This is an optimization exercise on Yosys and OpenROAD, whose aim is small area and a short achievable clock period, not a production implementation. In this exercise RTL edits were held to simulation tests only and were not proved equivalent to the original.

`flow/design.v`:
```
`timescale 1ns / 1ps
module pipelined_iir(clk, reset, x, y) ;
output wire signed [31:0] y;
input wire signed [31:0] x;
wire signed [31:0] b1, b2, b3, b4, b5, b6, b7, b8, b9, b10, b11, b12, b13,
                   a2, a3, a4, a5, a6, a7, a8, a9, a10, a11, a12, a13;
input wire clk, reset ;
wire signed [63:0] b1_in, b2_in, b3_in, b4_in, b5_in, b6_in, b7_in, b8_in, b9_in, b10_in, b11_in, b12_in, b13_in;
wire signed [63:0] a2_out, a3_out, a4_out, a5_out, a6_out, a7_out, a8_out, a9_out, a10_out, a11_out, a12_out, a13_out;
reg signed [63:0] f1_n1, f1_n2, f1_n3, f1_n4, f1_n5, f1_n6, f1_n7, f1_n8, f1_n9, f1_n10, f1_n11, f1_n12; 
wire signed [63:0] f1_n1_input, f1_n2_input, f1_n3_input, f1_n4_input, f1_n5_input, f1_n6_input, f1_n7_input, 
                   f1_n8_input, f1_n9_input, f1_n10_input, f1_n11_input, f1_n12_input, f1_n0; 
assign a2 = -8218189;
assign a3 = 32107544;
assign a4 = -81217352;
assign a5 = 147076592;
assign a6 = -199990256;
assign a7 = 208937824;
assign a8 = -168854944;
assign a9 = 104844152;
assign a10 = -48879952;
assign a11 = 16314139;
assign a12 = -3525584;
assign a13 = 379931;
assign b1 = 631178;
assign b2 = -5401947;
assign b3 = 23050644;
assign b4 = -63646908;
assign b5 = 125716872;
assign b6 = -186294288;
assign b7 = 211911376;
assign b8 = -186294288;
assign b9 = 125716872;
assign b10 = -63646908;
assign b11 = 23050644;
assign b12 = -5401947;
assign b13 = 631178;
assign b1_in = b1*x;
assign b2_in = b2*x;
assign b3_in = b3*x;
assign b4_in = b4*x;
assign b5_in = b5*x;
assign b6_in = b6*x;
assign b7_in = b7*x;
assign b8_in = b8*x;
assign b9_in = b9*x;
assign b10_in = b10*x;
assign b11_in = b11*x;
assign b12_in = b12*x;
assign b13_in = b13*x;
assign a2_out = a2*f1_n0;
assign a3_out = a3*f1_n0;
assign a4_out = a4*f1_n0;
assign a5_out = a5*f1_n0;
assign a6_out = a6*f1_n0;
assign a7_out = a7*f1_n0;
assign a8_out = a8*f1_n0;
assign a9_out = a9*f1_n0;
assign a10_out = a10*f1_n0;
assign a11_out = a11*f1_n0;
assign a12_out = a12*f1_n0;
assign a13_out = a13*f1_n0;
assign f1_n1_input = b2_in + f1_n2 - a2_out;
assign f1_n2_input = b3_in + f1_n3 - a3_out;
assign f1_n3_input = b4_in + f1_n4 - a4_out;
assign f1_n4_input = b5_in + f1_n5 - a5_out;
assign f1_n5_input = b6_in + f1_n6 - a6_out;
assign f1_n6_input = b7_in + f1_n7 - a7_out;
assign f1_n7_input = b8_in + f1_n8 - a8_out;
assign f1_n8_input = b9_in + f1_n9 - a9_out;
assign f1_n9_input = b10_in + f1_n10 - a10_out;
assign f1_n10_input = b11_in + f1_n11 - a11_out;
assign f1_n11_input = b12_in + f1_n12 - a12_out;
assign f1_n12_input = b13_in - a13_out;
assign f1_n0 = (f1_n1 + b1_in) >>> 20;
assign y = f1_n0;
always @ (posedge clk) 
begin
    if (reset)
    begin
        f1_n1 <= 0;
        f1_n2 <= 0; 
        f1_n3 <= 0;
        f1_n4 <= 0;
        f1_n5 <= 0;
        f1_n6 <= 0; 
        f1_n7 <= 0;
        f1_n8 <= 0; 
        f1_n9 <= 0;
        f1_n10 <= 0;
        f1_n11 <= 0;
        f1_n12 <= 0;            
    end
    else 
    begin
        f1_n1 <= f1_n1_input;
        f1_n2 <= f1_n2_input;  
        f1_n3 <= f1_n3_input;
        f1_n4 <= f1_n4_input;
        f1_n5 <= f1_n5_input;
        f1_n6 <= f1_n6_input;      
        f1_n7 <= f1_n7_input;
        f1_n8 <= f1_n8_input;  
        f1_n9 <= f1_n9_input;
        f1_n10 <= f1_n10_input;
        f1_n11 <= f1_n11_input;
        f1_n12 <= f1_n12_input;            
    end
end 
endmodule
```
`flow/run.sh`:
```
#!/bin/bash
# synth_recipe.tcl (not shown) runs the flow's synth.tcl, then flattens the netlist and writes it again
# the make line also repeats each setting of config.mk as NAME=value (left out here)
make -C /OpenROAD-flow-scripts/flow DESIGN_CONFIG=/design/flow/config.mk WORK_HOME=/design/flow/orfs CLKGATE_MAP_FILE= SYNTH_SCRIPT=/design/flow/synth_recipe.tcl finish
```
`flow/config.mk`:
```
export PLATFORM = sky130hd
export DESIGN_NAME = pipelined_iir
export DESIGN_NICKNAME = pipelined_iir
export VERILOG_FILES = /design/flow/design.v
export SDC_FILE = /design/flow/constraint.sdc
export NUM_CORES = 8
export LEC_CHECK = 0
export CAP_MARGIN = 40
export CORE_MARGIN = 2
export CORE_UTILIZATION = 35
export SLEW_MARGIN = 40
```
`flow/constraint.sdc`:
```
create_clock -name core_clock -period 32.0 [get_ports {clk}]
set_input_delay 6.4000 -clock core_clock [delete_from_list [all_inputs] [get_ports {clk}]]
set_output_delay 6.4000 -clock core_clock [all_outputs]
set_load 0.01 [all_outputs]
```
==> results.txt <==
[sequential cells by signal, indices dropped and copies added, names as in the netlist, 64 cells and up]
register and cells:
f1_n8 64, f1_n10 64, f1_n3 64, f1_n4 64, f1_n9 64, f1_n11 64
f1_n12 64, f1_n7 64, f1_n5 64, f1_n2 64, f1_n6 64
[cell families after synthesis]
| logic type | share of synthesized area [%] |
|---|---|
| AO/OA/AOI/OAI | 9.095 |
| XOR/XNOR | 4.807 |
| adder cells (fa/ha/maj) | 62.69 |
| buffers and inverters | 13.25 |
| flip-flops | 4.439 |
| multiplexers | 0.1060 |
| AND/OR/NAND/NOR | 5.622 |
[metal layers]
metal / GRT usage [%] / routed length [um] / vias up
met5: 0 / 563 / -
met4: 42.48 / 277300 / 58
met3: 11.24 / 210300 / 4746
met2: 59.52 / 853100 / 17320
met1: 52.79 / 806900 / 146000
li1: - / - / 113400
[per-stage QoR]
step,util (%),cells,instance area (um2)
after floorplan,-,36580,345900
after global placement,37.89,50660,373700
after detailed placement,38.12,50690,376000
after CTS,38.55,50910,380300
after global routing,38.66,51240,381300
final,38.68,51340,381600
[worst max-delay path, delay by kind of cell]
kind                       cells  cell delay, ps
and+or+nand+nor               14            3850
adders and majority gates     18            9010
AOI/OAI and AO/OA             13            4330
buffers and inverters         19            5340
xor gates and xnor gates       6            1310
[layout by cell type, fill, tap and decap left out, types with 225 or more instances in the layout]
cell type,count
inv_1,11820
fa_1,7674
ha_1,4959
a21oi_1,1530
nor2_1,1408
buf_4,1231
a21o_1,1024
xnor2_1,980
nand2_1,895
o21ai_0,802
dfxtp_1,760
xor2_1,589
diode_2,427
nand3_1,276
nand2b_1,259
o21bai_1,248
o21a_1,225
[area by class of cell]
| type | count | area, um2 |
|---|---|---|
| Inverter | 11920 | 44750 |
| Multi-Input combinational cell | 23620 | 288800 |
| Clock buffer | 140 | 3229 |
| Sequential cell | 767 | 15360 |
| Clock inverter | 80 | 1017 |
| Antenna cell | 427 | 1069 |
| Fill cell | 100500 | 604900 |
| Tap cell | 13030 | 16300 |
| Timing Repair Buffer | 1367 | 11040 |
[worst min-delay path by stage]
stage | cells after the start | slack [ps] | to
floorplan | 1 | 410 | f1_n2[0]
global placement | 1 | 430 | f1_n7[0]
detailed placement | 1 | 420 | f1_n7[0]
CTS | 1 | 440 | f1_n3[0]
global route | 1 | 460 | f1_n3[0]
finish | 1 | 440 | f1_n3[0]
==> metrics.yaml <==
status: "timing/DRC/antenna clean"
core_area_um2: 986400
final.setup.worst_slack_ps: 2418
h-tree-depth: 3
worst-path-max-fanout: 18
regToRegSetupSlack_ps: 13790
grt_pass1_vias: 281900
io_pins: 66
cts.repair.resized: 0
clockBufferDepth: 4
gp_congestion: 1.150
post-cts-setup-buffer-count: 0
start_util_pct: 35.07
grt_first_pass_wirelength_um: 2775000
hold_viol_final: 0
synth.area.top_cells: "fa_1 45%, ha_1 18%, inv_1 13%"
slew_violations: 0
drt_wl_total_um: 2148000
ys_types: 110
crit_start: "x[30]"
core.rowCount: 365
detail-route-antenna-nets: 0
dpl.hpwl_um: 1879000
place_ws_ps: 2368
viasPerCell: 5.483
synth_nets: 49330
skew_ps: 119.5
synth_edf_count: 0
endpoint_kind: "flop"
crit_path_top_delay_cell: "ha_1"
cts_hold_buf: 0
criticalPathCategory: "in2reg"
slew_headroom_pct: 25.94
cts.reportedPaths.clkPinSlew_ps: 60
firstDrtPassIters: 10
die_area_um2: 996200
clock-sinks: 767
clock.fmax_mhz: 33.80
drt_iter0_drc: 35200
cp_slowest_stage_delay_ps: 750
reg2reg_to: "f1_n3[63]"
cp.arrival_ps: 30490
synthCells: 36580
cts_inserted_buffers: 121
hold_class: "reg2reg"
fin_crit_sh_pct: 92.44
die_w_um: 998.1
r2r-start: "f1_n1[13]"
critPathLaunchType: "input port"
worstMarginPinSlew_ps: 1111
grtUsageTotal_pct: 42.78
min_from: "f1_n4[0]"
dominantRegCellSynth: "dfxtp_1"
antenna_found_initial: 240
wl_per_cell_um: 41.84
synth-seq-area-share_pct: 4.439
num-nets-final: 50530
netlist_area_um2: 345900
reg2regPathDepth: 55
area_growth_pct: 10.32
grt_overflow: 0
die_h_um: 998.1
setup-tns-final_ps: 0
yosysWarnings: 1
dr_total_vias: 281500
drc: 0
portBuffers: 65
grt_max_degree: 133
synth.most_common_cell: "inv_1"
drive_above_1_share_pct: 6.071
min_period_ps: 29580
postSynthAreaPerCell_um2: 9.455
cts-root-buf: "clkbuf_16"
synthArstFlopShare_pct: 0
cp-endpoint: "f1_n9[63]"
synth_top_cell_by_area: "fa_1"
cts_tree: "yes"
setup_viol: 0
hold_slack_ps: 442.8
clk_latency_ps: 1030
synthTopCellsByCount: "11,910 x inv_1, 7,694 x fa_1, 5,016 x ha_1, 1,544 x a21oi_1, 1,441 x nor2_1"
grt_setup_unrepaired: "no"
synth_seq_cells: 767
critPathRequiredTime_ps: 32910
cap_violations: 0
synth_top_area_share_pct: 44.53

==> port drivers added, routing unchanged <==
How much do the figures lean on ideal ports? The routed layout below was timed once more, with nothing changed but the port constraints.
Step 1, drivers: a clkbuf_16 drives clk and a buf_2 each remaining input, both assumed.
Step 2 also shifts input and output timing later by t, the mid clock arrival at the registers, as if the neighbouring blocks saw the same clock.
Three values: no drivers, after step 1, after step 2; two values: the first two.
t (ns): 1.128
slack for setup (ns): 2.418 / 2.554 / 1.426
worst setup path after step 2: input to register
worst data-port slew with drivers (ns): 0.13
cell pins on the clock port's net: 1
After both steps setup and hold are still met in this run. For this run, drivers alone change the setup slack by +0.136 ns; drivers and shift together by -0.992 ns.
